This is an optimization exercise on Yosys and OpenROAD, whose aim is small area and a short achievable clock period, not a production implementation. No functional check of the RTL was part of any run shown here. Power and IR drop assume default switching activity.

==> flow/design.v, too long to show whole: its modules and the start of the top module <==
// module chip_top: 3849 lines
module chip_top
  ( input          clk_i
  , input          reset_i
  , input          v_i
  , input  [31:0]  a_i
  , input  [31:0]  b_i
  , output         v_o
  , output [63:0]  c_o
  );
  // ...
==> flow/flow/run.sh <==
#!/bin/bash
# Standard ORFS flow with one extra step after synthesis: flow/polfix.py
# removes inverters between full adders (and other self-dual cells) by
# choosing each cell's polarity; registers are not touched.
set -e
cp standard.sh standard.sh.txt 2>/dev/null || true
bash standard.sh synth > 1_synth_std.log 2>&1
R=orfs/results/${FLOW_PLATFORM}/chip_top/base
cp $R/1_2_yosys.v $R/1_2_yosys_std.v
python3 flow/polfix.py $R/1_2_yosys_std.v $R/1_2_yosys.v > polfix.log 2>&1
rm -f $R/1_synth.odb $R/1_synth.sdc
bash standard.sh finish > 2_finish_std.log 2>&1
==> flow/flow/polfix.py <==
#!/usr/bin/env python3
"""Inverter clean-up on a sky130hd gate netlist (yosys write_verilog output).

Full adders, majority and xor3 gates and buffers are self-dual
(f(~x) = ~f(x)), so a cell's polarity can be flipped for free: invert all its
inputs and outputs.  Simple gates can be swapped for their complement
(and2 <-> nand2, ...).  A local search picks polarities that minimise
inverter area (plus the area change of swapped gates); then every inverter
is rebuilt: one per source net that some load needs inverted.
usage: polfix.py in.v out.v
"""
import re, sys, random

LIB = '/OpenROAD-flow-scripts/flow/platforms/sky130hd/lib/sky130_fd_sc_hd__tt_025C_1v80.lib'
INV_AREA = 3.7536

def lib_info():
    txt = open(LIB).read()
    area = {}; outs = {}
    for m in re.finditer(r'\n    cell \("?(sky130_fd_sc_hd__\w+)"?\) \{', txt):
        name = m.group(1)
        end = txt.find('\n    cell (', m.end())
        body = txt[m.end(): end if end > 0 else len(txt)]
        a = re.search(r'area : ([\d.]+)', body)
        area[name] = float(a.group(1)) if a else 0.0
        o = set()
        for pm in re.finditer(r'\n        pin \("?(\w+)"?\) \{(.*?)\n        \}', body, re.S):
            if re.search(r'direction : "?output', pm.group(2)):
                o.add(pm.group(1))
        outs[name] = o
    return area, outs

AREA, OUTS = lib_info()
P = 'sky130_fd_sc_hd__'
SELFDUAL = re.compile(P + r'(fa|maj3|xor3|xnor3|buf|clkbuf)_\d+$')
INV = re.compile(P + r'(inv|clkinv)_\d+$')
COMP = [('and2', 'nand2'), ('or2', 'nor2'), ('and3', 'nand3'), ('or3', 'nor3'), ('and4', 'nand4'),
        ('or4', 'nor4'), ('xor2', 'xnor2'), ('a21o', 'a21oi'), ('o21a', 'o21ai'), ('a22o', 'a22oi'),
        ('o22a', 'o22ai'), ('a211o', 'a211oi'), ('o211a', 'o211ai'), ('a31o', 'a31oi'), ('o31a', 'o31ai'),
        ('a32o', 'a32oi'), ('o32a', 'o32ai'), ('a221o', 'a221oi'), ('o221a', 'o221ai'), ('a2111o', 'a2111oi'),
        ('o2111a', 'o2111ai'), ('a311o', 'a311oi'), ('o311a', 'o311ai'), ('a41o', 'a41oi'), ('o41a', 'o41ai'),
        ('a21bo', 'a21boi'), ('o21ba', 'o21bai'), ('mux2', 'mux2i'), ('nor2b', 'or2b'), ('and2b', 'nand2b')]
def comp_of(typ):
    m = re.match(P + r'(\w+?)_(\d+)$', typ)
    if not m:
        return None
    base = m.group(1)
    for x, y in COMP:
        for u, v in ((x, y), (y, x)):
            if base == u:
                for d in (m.group(2), '1', '2', '0', '4'):
                    cand = P + v + '_' + d
                    if cand in AREA:
                        return cand
    return None

src_txt = open(sys.argv[1]).read()
mod_m = re.search(r'module chip_top\((.*?)\);', src_txt, re.S)
ports = set()
for m in re.finditer(r'\n  (input|output)\s+(\[(\d+):(\d+)\]\s+)?(\S+);', src_txt):
    if m.group(2):
        hi, lo = int(m.group(3)), int(m.group(4))
        for i in range(min(hi, lo), max(hi, lo) + 1):
            ports.add('%s[%d]' % (m.group(5), i))
    ports.add(m.group(5))

inst_re = re.compile(r'\n  (sky130_fd_sc_hd__\w+)\s+(\\\S+ |\S+)\s*\((.*?)\n  \);', re.S)
insts = []
for m in inst_re.finditer(src_txt):
    pins = [(p, n.strip()) for p, n in re.findall(r'\.(\w+)\(([^()]*)\)', m.group(3))]
    insts.append([m.group(1), m.group(2), pins])
first = inst_re.search(src_txt).start()
last = max(m.end() for m in inst_re.finditer(src_txt))
head, tail = src_txt[:first], src_txt[last:]
assert 'assign' not in src_txt[first:last]

def key(n):
    return n.replace(' ', '')
driver = {}
for idx, (typ, name, pins) in enumerate(insts):
    for p, n in pins:
        if p in OUTS[typ] and n:
            driver[key(n)] = (idx, p)

# inverters that may be removed: not touching ports
removable = set()
for idx, (typ, name, pins) in enumerate(insts):
    if INV.match(typ):
        d = dict(pins)
        if key(d['Y']) not in ports and key(d['A']) not in ports:
            removable.add(idx)

def resolve(n):
    par = 0
    seen = 0
    while True:
        d = driver.get(key(n))
        if d is None or d[0] not in removable:
            return n, par
        n = dict(insts[d[0]][2])['A']
        par ^= 1
        seen += 1
        assert seen < 100

kind = {}
for idx, (typ, name, pins) in enumerate(insts):
    if idx in removable:
        continue
    if any(key(n) in ports for p, n in pins if p in OUTS[typ]):
        continue   # drives a port: frozen
    if SELFDUAL.match(typ):
        kind[idx] = 'sd'
    elif comp_of(typ):
        kind[idx] = 'comp'

# loads per source net
loads = {}       # src key -> list of [idx, pin_index, parity]
srcname = {}
cell_in = {}     # idx -> list of (srckey, load index)
for idx, (typ, name, pins) in enumerate(insts):
    if idx in removable:
        continue
    for pi, (p, n) in enumerate(pins):
        if p in OUTS[typ] or not n or "'" in n:
            continue
        s, par = resolve(n)
        k = key(s)
        srcname[k] = s
        loads.setdefault(k, []).append([idx, pi, par])
        cell_in.setdefault(idx, []).append((k, len(loads[k]) - 1))
cell_out = {}
for k in loads:
    d = driver.get(k)
    if d is not None:
        cell_out.setdefault(d[0], []).append(k)

x = {idx: 0 for idx in kind}
def xd(k):
    d = driver.get(k)
    return x.get(d[0], 0) if d else 0
def mism(k, ld):
    idx, pi, par = ld
    r = x.get(idx, 0) if kind.get(idx) == 'sd' else 0
    return par ^ r ^ xd(k)
mm = {k: sum(mism(k, ld) for ld in lds) for k, lds in loads.items()}
def comp_delta(idx):
    typ = insts[idx][0]
    return AREA[comp_of(typ)] - AREA[typ]

def flip_delta(idx):
    changes = {}
    for k in cell_out.get(idx, []):
        changes[k] = len(loads[k]) - mm[k]
    if kind[idx] == 'sd':
        for k, li in cell_in.get(idx, []):
            cur = changes.get(k, mm[k])
            # this load's status flips
            was = mism(k, loads[k][li])
            if k in cell_out.get(idx, []):
                was ^= 1
            changes[k] = cur + (-1 if was else 1)
    d = 0.0
    for k, new in changes.items():
        d += INV_AREA * ((new > 0) - (mm[k] > 0))
    if kind[idx] == 'comp':
        d += comp_delta(idx) * (1 if x[idx] == 0 else -1)
    return d, changes

def cost():
    c = sum(INV_AREA for k in mm if mm[k] > 0)
    c += sum(comp_delta(i) for i in x if x[i] and kind[i] == 'comp')
    return c

random.seed(1)
c0 = cost()
def topo_init():
    # topological initialisation: each self-dual cell follows the polarity its inputs arrive in
    indeg = {}
    succ = {}
    for idx in range(len(insts)):
        if idx in removable:
            continue
        for k, li in cell_in.get(idx, []):
            d = driver.get(k)
            if d is not None and d[0] not in removable:
                succ.setdefault(d[0], []).append(idx)
                indeg[idx] = indeg.get(idx, 0) + 1
    ready = [i for i in range(len(insts)) if i not in removable and indeg.get(i, 0) == 0]
    topo = []
    while ready:
        i = ready.pop()
        topo.append(i)
        for j in succ.get(i, []):
            indeg[j] -= 1
            if indeg[j] == 0:
                ready.append(j)
    for idx in topo:
        if kind.get(idx) == 'sd':
            votes = 0
            for k, li in cell_in.get(idx, []):
                par = loads[k][li][2]
                votes += 1 if (par ^ xd(k)) else -1
            if votes > 0:
                x[idx] = 1

def local_search():
    global mm
    order = list(kind)
    for it in range(50):
        random.shuffle(order)
        improved = 0
        for idx in order:
            d, ch = flip_delta(idx)
            if d < -1e-9 or (d < 1e-9 and random.random() < 0.3 and it < 30):
                x[idx] ^= 1
                for k, v in ch.items():
                    mm[k] = v
                if d < -1e-9:
                    improved += 1
        if not improved and it >= 30:
            break

def search(init_all):
    global mm
    for i in x:
        x[i] = 0
    if init_all:
        for i in x:
            x[i] = 1
    else:
        topo_init()
    mm = {k: sum(mism(k, ld) for ld in lds) for k, lds in loads.items()}
    local_search()
    return cost(), dict(x)

best = None
for init_all in (0, 1):
    random.seed(1)
    c, xs = search(init_all)
    sys.stderr.write('polfix: init %d -> cost %.0f\n' % (init_all, c))
    if best is None or c < best[0]:
        best = (c, xs)
x.update(best[1])
mm = {k: sum(mism(k, ld) for ld in lds) for k, lds in loads.items()}
c1 = cost()
ninv0 = len(removable)

# rebuild
out_insts = []
newwires = []
invnet = {}
cnt = 0
for k, lds in loads.items():
    if mm[k] > 0:
        cnt += 1
        nn = 'polinv_net_%d' % cnt
        invnet[k] = nn
        newwires.append(nn)
        out_insts.append((P + 'inv_1', 'polinv_%d' % cnt, [('A', srcname[k]), ('Y', nn)]))
newpins = {}
for k, lds in loads.items():
    for ld in lds:
        idx, pi, par = ld
        n = invnet[k] if mism(k, ld) else srcname[k]
        newpins[(idx, pi)] = n
ncomp = 0
for idx, (typ, name, pins) in enumerate(insts):
    if idx in removable:
        continue
    pl = []
    for pi, (p, n) in enumerate(pins):
        pl.append((p, newpins.get((idx, pi), n)))
    if kind.get(idx) == 'comp' and x[idx]:
        nt = comp_of(typ)
        o_old = list(OUTS[typ])[0]; o_new = list(OUTS[nt])[0]
        pl = [((o_new if p == o_old else p), n) for p, n in pl]
        typ = nt
        ncomp += 1
    out_insts.append((typ, name, pl))

def esc(n):
    return n + ' ' if n.startswith('\\') else n
body = []
for typ, name, pl in out_insts:
    body.append('  %s %s (\n%s\n  );' % (typ, name, ',\n'.join('    .%s(%s)' % (p, esc(n)) for p, n in pl)))
head2 = head + ''.join('  wire %s;\n' % w for w in newwires)
open(sys.argv[2], 'w').write(head2 + '\n'.join(body) + tail)
sys.stderr.write('polfix: inverters %d -> %d, complemented gates %d, cost %.0f -> %.0f um2\n' % (ninv0, cnt, ncomp, c0, c1))
==> flow/standard.sh <==
#!/bin/bash
# synth_recipe.tcl (not shown) runs the flow's synth.tcl, then flattens the netlist and writes it again
# the make line also repeats each setting of config.mk as NAME=value (left out here)
make -C /OpenROAD-flow-scripts/flow DESIGN_CONFIG=/design/flow/config.mk WORK_HOME=/design/flow/orfs CLKGATE_MAP_FILE= SYNTH_SCRIPT=/design/flow/synth_recipe.tcl "${@:-finish}"
==> flow/config.mk <==
export PLATFORM = sky130hd
export DESIGN_NAME = chip_top
export DESIGN_NICKNAME = chip_top
export VERILOG_FILES = /design/flow/design.v
export SDC_FILE = /design/flow/constraint.sdc
export NUM_CORES = 4
export LEC_CHECK = 0
export ABC_AREA = 1
export CAP_MARGIN = 20
export CORE_MARGIN = 2
export CORE_UTILIZATION = 40
export SETUP_SLACK_MARGIN = 4.5
export SLEW_MARGIN = 20
==> flow/constraint.sdc <==
create_clock -name core_clock -period 7.5 [get_ports {clk_i}]
set_input_delay 1.5000 -clock core_clock [delete_from_list [all_inputs] [get_ports {clk_i}]]
set_output_delay 1.5000 -clock core_clock [all_outputs]
set_load 0.01 [all_outputs]
==> impl_metrics.py, run 1 <==
metrics = {
    "run_status": {
        "status": "no timing/DRC/antenna violations",
    },
    "place": {
        "dpl-instance-area_mm2": 0.0381,
        "preCtsSetupSlack_ps": 3920,
        "dp.cells": 4949,
        "placement.io_buffers": 131,
    },
    "layout": {
        "design.seq.count": 498,
        "n_antenna_cell": 1,
        "seq_area_mm2": 0.0100,
        "fillerInstances": 8421,
        "design_area_mm2": 0.0408,
        "seqAreaFraction_pct": 24.5,
        "clk_cell_area_share_pct": 4.83,
    },
    "power_and_ir_drop": {
        "power_switching_mw": 8.56,
        "clock_power_share_pct": 15.7,
        "combPwrFrac_pct": 59.8,
        "leakage_power_nw": 17.3,
        "worst_ir_drop_vdd_mv": 0.258,
    },
    "sta": {
        "setup_tns_ps": 0,
        "headroom_to_the_max_slew_limit_pct": 59.3,
        "max_freq_ghz": 0.334,
        "count_of_final_setup_violators": 0,
    },
    "setup_path": {
        "r2r-start": "a_r[27]$_DFF_P_",
        "timing.critical_path.cells": "inv_1 > buf_4 > o22ai_1 > xnor2_1 > fa_1 > fa_1 > inv_1 > fa_1",
        "timing.reg2reg.worst_path_depth": 8,
        "crit_path_top_delay_cell": "fa_1",
        "critPathMaxFanout": 32,
        "critPathKind": "register to register",
        "cpPeakStageDelay_ps": 560,
        "cp_common_cell": "fa_1",
    },
    "min_path": {
        "hp-class": "register to register",
    },
    "cts": {
        "clock_sinks": 498,
        "postCtsHoldBufs": 0,
        "worstSkewPairLatency_ps": 650,
    },
    "floorplan": {
        "die_area_mm2": 0.0917,
        "io-pin-count": 132,
    },
    "route": {
        "remaining_drc_errors": 0,
        "met2_wirelength_um": 52000,
    },
    "run": {
        "max_cap_violations": 0,
    },
    "global_route": {
        "grt_util_met2_pct": 40.0,
    },
    "yosys": {
        "synth_area_per_cell_um2": 9.34,
    },
}
==> run 2: changes to the inputs <==
==> flow/flow/run.sh (replaced) <==
#!/bin/bash
# Layout flow: the standard ORFS flow, with a cleaner synthesis netlist.
#  2. the same synthesis again with one change: Yosys's pre-mapping 'abc -fast'
#     (in synth's fine step) is skipped (-noabc), so extract_fa maps the
#     RTL's full adders without the inverters abc's restructuring leaves
#     between them.  Everything else (ORFS synth.tcl, synth_recipe.tcl,
#     -nofsm -noshare, flatten, renames, final abc mapping) is unchanged.
#  3. flow/polfix.py removes inverters left between self-dual cells.
#  4. the netlist is used only if its registers (names and cell types) are
#     exactly the standard synthesis's; otherwise the standard one is used.
#  5. bash standard.sh finish for the rest of the layout.
# Each tool's output goes to a log file of its own in this folder.
set -u
R=orfs/results/${FLOW_PLATFORM}/chip_top/base
bash standard.sh synth > 1_synth_standard.log 2>&1 || exit 1
cp $R/1_2_yosys.v $R/1_2_yosys_standard.v

# step 2: same make command as standard.sh, own WORK_HOME and synthesis script
sed '1s/yosys synth -nofsm -noshare /yosys synth -nofsm -noshare -noabc /' synth_recipe.tcl > synth_recipe_noabc.tcl
MK=$(grep -m1 '^make ' standard.sh | sed -e "s#SYNTH_SCRIPT=[^ ]*#SYNTH_SCRIPT=$PWD/synth_recipe_noabc.tcl#" -e "s#WORK_HOME=[^ ]*#WORK_HOME=$PWD/orfs_noabc#" -e 's#"${@:-finish}"#synth#')
echo "$MK" > 1_synth_noabc.cmd
ok=0
if bash -c "$MK" > 1_synth_noabc.log 2>&1; then
  N=orfs_noabc/results/${FLOW_PLATFORM}/chip_top/base/1_2_yosys.v
  if python3 flow/polfix.py $N $R/1_2_yosys_fixed.v > polfix.log 2>&1; then
    python3 - $R/1_2_yosys_standard.v $R/1_2_yosys_fixed.v > regcheck.log 2>&1 <<'PY' && ok=1
import re, sys
def regs(f):
    t = open(f).read()
    return sorted(re.findall(r'\n  (sky130_fd_sc_hd__(?:dfxtp|dfrtp|dfstp|dfbbp|dfrbp|dfxbp|edfxtp|sdf\w*|dl\w*)_\d+)\s+(\S+)', t))
a, b = regs(sys.argv[1]), regs(sys.argv[2])
print('registers: standard %d, new %d' % (len(a), len(b)))
sys.exit(0 if a == b and a else 1)
PY
  fi
fi
if [ $ok = 1 ]; then
  echo "using the -noabc netlist" >> regcheck.log
  cp $R/1_2_yosys_fixed.v $R/1_2_yosys.v
  rm -f $R/1_synth.odb $R/1_synth.sdc
else
  echo "using the standard netlist" >> regcheck.log
fi
bash standard.sh finish > 2_finish.log 2>&1
--- a/flow/flow/polfix.py
+++ b/flow/flow/polfix.py
@@ -32,13 +32,14 @@
 
 AREA, OUTS = lib_info()
 P = 'sky130_fd_sc_hd__'
-SELFDUAL = re.compile(P + r'(fa|maj3|xor3|xnor3|buf|clkbuf)_\d+$')
+SELFDUAL = re.compile(P + r'(fa|maj3|buf|clkbuf)_\d+$')
+XORC = re.compile(P + r'(xor2|xnor2|xor3|xnor3)_\d+$')
 INV = re.compile(P + r'(inv|clkinv)_\d+$')
 COMP = [('and2', 'nand2'), ('or2', 'nor2'), ('and3', 'nand3'), ('or3', 'nor3'), ('and4', 'nand4'),
         ('or4', 'nor4'), ('xor2', 'xnor2'), ('a21o', 'a21oi'), ('o21a', 'o21ai'), ('a22o', 'a22oi'),
         ('o22a', 'o22ai'), ('a211o', 'a211oi'), ('o211a', 'o211ai'), ('a31o', 'a31oi'), ('o31a', 'o31ai'),
         ('a32o', 'a32oi'), ('o32a', 'o32ai'), ('a221o', 'a221oi'), ('o221a', 'o221ai'), ('a2111o', 'a2111oi'),
-        ('o2111a', 'o2111ai'), ('a311o', 'a311oi'), ('o311a', 'o311ai'), ('a41o', 'a41oi'), ('o41a', 'o41ai'),
+        ('o2111a', 'o2111ai'), ('xor3', 'xnor3'), ('a311o', 'a311oi'), ('o311a', 'o311ai'), ('a41o', 'a41oi'), ('o41a', 'o41ai'),
         ('a21bo', 'a21boi'), ('o21ba', 'o21bai'), ('mux2', 'mux2i'), ('nor2b', 'or2b'), ('and2b', 'nand2b')]
 def comp_of(typ):
     m = re.match(P + r'(\w+?)_(\d+)$', typ)
@@ -108,7 +109,9 @@
         continue
     if any(key(n) in ports for p, n in pins if p in OUTS[typ]):
         continue   # drives a port: frozen
-    if SELFDUAL.match(typ):
+    if XORC.match(typ):
+        kind[idx] = 'xor'
+    elif SELFDUAL.match(typ):
         kind[idx] = 'sd'
     elif comp_of(typ):
         kind[idx] = 'comp'
@@ -140,17 +143,21 @@
     return x.get(d[0], 0) if d else 0
 def mism(k, ld):
     idx, pi, par = ld
+    if kind.get(idx) == 'xor':
+        return 0
     r = x.get(idx, 0) if kind.get(idx) == 'sd' else 0
     return par ^ r ^ xd(k)
 mm = {k: sum(mism(k, ld) for ld in lds) for k, lds in loads.items()}
 def comp_delta(idx):
     typ = insts[idx][0]
+    if kind.get(idx) == 'xor':
+        return 0.0
     return AREA[comp_of(typ)] - AREA[typ]
 
 def flip_delta(idx):
     changes = {}
     for k in cell_out.get(idx, []):
-        changes[k] = len(loads[k]) - mm[k]
+        changes[k] = sum(1 for ld in loads[k] if kind.get(ld[0]) != 'xor') - mm[k]
     if kind[idx] == 'sd':
         for k, li in cell_in.get(idx, []):
             cur = changes.get(k, mm[k])
@@ -270,6 +277,24 @@
     pl = []
     for pi, (p, n) in enumerate(pins):
         pl.append((p, newpins.get((idx, pi), n)))
+    if kind.get(idx) == 'xor':
+        flip = x[idx]
+        for k, li in cell_in.get(idx, []):
+            flip ^= loads[k][li][2] ^ xd(k)
+        pl = []
+        for pi, (p, n) in enumerate(pins):
+            if (idx, pi) in newpins:
+                ks = key(resolve(n)[0])
+                n = srcname[ks]
+            pl.append((p, n))
+        if flip:
+            nt = comp_of(typ)
+            o_old = list(OUTS[typ])[0]; o_new = list(OUTS[nt])[0]
+            pl = [((o_new if p == o_old else p), n) for p, n in pl]
+            typ = nt
+            ncomp += 1
+        out_insts.append((typ, name, pl))
+        continue
     if kind.get(idx) == 'comp' and x[idx]:
         nt = comp_of(typ)
         o_old = list(OUTS[typ])[0]; o_new = list(OUTS[nt])[0]
--- a/flow/config.mk
+++ b/flow/config.mk
@@ -5,7 +5,6 @@
 export SDC_FILE = /design/flow/constraint.sdc
 export NUM_CORES = 4
 export LEC_CHECK = 0
-export ABC_AREA = 1
 export CAP_MARGIN = 20
 export CORE_MARGIN = 2
 export CORE_UTILIZATION = 40
==> impl_metrics.py, run 2 <==
metrics = {
    "cts": {
        "postCtsHoldBufs": 0,
        "cts_root_buffer": "clkbuf_16",
        "htree_levels": 2,
        "clkSlewWorstSetupHoldPaths_ps": 70,
        "cts_max_path_buffers": 3,
        "clock_sinks": 498,
        "total_cts_buffers": 53,
        "tritoncts": "yes",
        "worstSkewPairLatency_ps": 630,
    },
    "place": {
        "dpl.hpwl_um": 65700,
        "globalplace.congestion": 0.870,
        "placement.io_buffers": 131,
    },
    "sta": {
        "min_period_ps": 2980,
        "max_freq_ghz": 0.336,
        "count_of_final_setup_violators": 0,
        "hold_viol": 0,
        "setup_tns_ps": 0,
        "tightest_slew_ps": 876,
        "headroom_to_the_max_slew_limit_pct": 41.6,
        "timing.final.crit_share_pct": 39.7,
        "timing.clock.skew_ps": 30.8,
        "rsz0062_at_grt": "true",
        "timing.final.max_slew_violations": 0,
    },
    "setup_path": {
        "timing.critical_path.from_type": "register",
        "crit_path_top_delay_cell": "buf_4",
        "critical_path_required_ps": 7950,
        "cp_common_cell": "fa_1",
        "worstPathArrival_ps": 3430,
        "timing.critical_path.cells": "buf_4 > xnor2_1 > fa_1 > fa_1 > fa_1",
        "critPathMaxFanout": 35,
        "kind_of_cell_with_the_highest_combined_delay_on_the_critical_path": "adder cells",
        "worst-r2r-setup-slack_ps": 4520,
        "cpPeakStageDelay_ps": 640,
        "crit_path_end_kind": "register",
        "worst-path-buf-inv": 1,
        "critPathKind": "register to register",
    },
    "yosys": {
        "synth_area_per_cell_um2": 11.1,
        "syn_area_mm2": 0.0341,
        "ys_warn_count": 1,
        "cells_after_synth": 3072,
        "synth.net_count": 3708,
    },
    "power_and_ir_drop": {
        "p_total_mw": 17.7,
        "worst_ir_drop_vdd_mv": 0.237,
        "power-per-cell-area_mw_per_mm2": 464,
        "leakage_power_nw": 14.3,
    },
    "layout": {
        "most_common_cell_after_layout_fill_and_taps_aside": "xnor2_1",
        "seq_area_mm2": 0.0102,
        "final_core_util_pct": 44.9,
        "multi_input_area_mm2": 0.0228,
        "num-nets-final": 3611,
        "fillerInstances": 7813,
        "mostFrequentLayoutCells": "xnor2_1, a22oi_1, fa_1, dfxtp_1, nand2_1",
        "top_regs": "c_r: 64 flops, fx_r: 64 flops, fy_r: 60 flops",
        "syn_to_final_growth_pct": 11.7,
        "drive_gt1_share_pct": 8.38,
    },
    "route": {
        "via_count": 24331,
        "wirelength_um": 110000,
        "drt-initial-drc-count": 2847,
        "ant_nets": 0,
        "remaining_drc_errors": 0,
        "viasPerCell": 5.84,
        "drt-wirelength-per-cell_um": 26.3,
        "detailedRoute.firstPassIterationCount": 6,
    },
    "global_route": {
        "number_of_global_route_vias_before_repair": 25790,
        "groute.usage.overall_pct": 24.9,
        "grt_antenna_before_repair": 4,
        "grt.overflow.total": 0,
        "grt_first_pass_wirelength_um": 163000,
        "grt_max_degree": 67,
    },
    "floorplan": {
        "core_region_area_mm2": 0.0847,
        "die_area_mm2": 0.0875,
        "dieWidth_um": 296,
        "row_count": 107,
        "die-height_um": 296,
        "start_util_pct": 40.2,
        "io-pin-count": 132,
    },
    "run": {
        "max_cap_violations": 0,
    },
    "run_status": {
        "status": "no timing/DRC/antenna violations",
    },
    "min_path": {
        "hp-class": "register to register",
    },
}
[run 2: changes by cell type in the layout (fill, tap and decap cells not counted), sizes merged, moves of 36 or more]
| cell | delta |
|---|---|
| inv | -396 |
| o22ai | -495 |
| xnor2 | +63 |
| buf | -91 |
| nand2 | -475 |
| a22oi | +496 |
| nor2 | -88 |
| o21ai | +46 |
| nand3 | -36 |
[run 2: metrics by stage]
stage | hold WS (ps) | setup slack (ps) | instance area, µm² | instances
floorplan | 310 | 4500 | 34100 | 3072
global placement | 311 | 4180 | 35900 | 4061
detailed placement | 312 | 4130 | 35900 | 4061
CTS | 321 | 4500 | 37900 | 4162
global route | 321 | 4440 | 38100 | 4164
finish | 326 | 4520 | 38100 | 4166
[run 2: what timing repair did]
item | CTS | global route
buffers inserted | 1 | 2
pin swaps | 5 | 3
setup endpoints to repair | 177 | 70
resized for setup | 101 | 36
gates cloned | 0 | 0
endpoints found under the hold margin | 0 | 0
[run 2: metal layers]
layer / GRT usage, % / vias to the layer above / part of all wire (%) / wire (µm)
met2: 36.9 / 1610 / 43 / 46800
met3: 8.22 / 328 / 12 / 13600
li1: - / 10247 / - / -
met4: 9.79 / 4 / 3.9 / 4250
met5: 0.554 / - / 0.068 / 75
met1: 33.7 / 12142 / 41 / 44900
[run 2: area by class of cell]
cell class,instances,area share [%]
Clock inverter,32,0.976
Clock buffer,68,3.92
Timing Repair Buffer,166,4.11
Sequential cell,498,26.8
Tap cell,1144,3.76
Antenna cell,2,0.0131
Inverter,59,0.595
Multi-Input combinational cell,2197,59.9
[run 2: report_power, final]
part           total, mW  switching, mW  internal [mW]
combinational       10.1           5.68           4.42
sequential          4.82          0.788           4.03
clock               2.75           1.16           1.60
total               17.7           7.62           10.0
[run 2: worst paths after layout]
path | cells past startpoint | start | to
setup / recovery | 5 | neg12$_DFF_P_ | r1_1456$_DFF_P_
hold / removal | 0 | r1_1573$_DFF_P_ | fx_r[60]$_DFF_P_
setup reg to reg | 5 | neg12$_DFF_P_ | r1_1456$_DFF_P_
hold reg to reg | 0 | r1_1573$_DFF_P_ | fx_r[60]$_DFF_P_

-- afterwards: timing with drivers on the ports --
Ports are ideal in the flow. The routed layouts listed here were re-timed in OpenROAD. Step 1: set_driving_cell puts a clkbuf_16 on clk_i and a buf_2 on each other input, an assumption about the parent block. Step 2 adds t to the input delays and takes it off the output delays; t is the mean of the earliest and latest rising clock arrival at the registers after step 1. Input paths then give back, and output paths get back, about the clock's delay inside the block. Three values: no drivers, after step 1, after step 2; two values: the first two.
run	shift t [ns]	setup slack, ns	worst register clock-pin slew, ns	worst data-port slew with drivers (ns)
run 1	0.698	4.505 / 4.481 / 4.505	0.07 / 0.07	0.05
run 2	0.676	4.521 / 4.474 / 4.521	0.07 / 0.07	0.05
After both steps setup and hold are still met in every run listed.
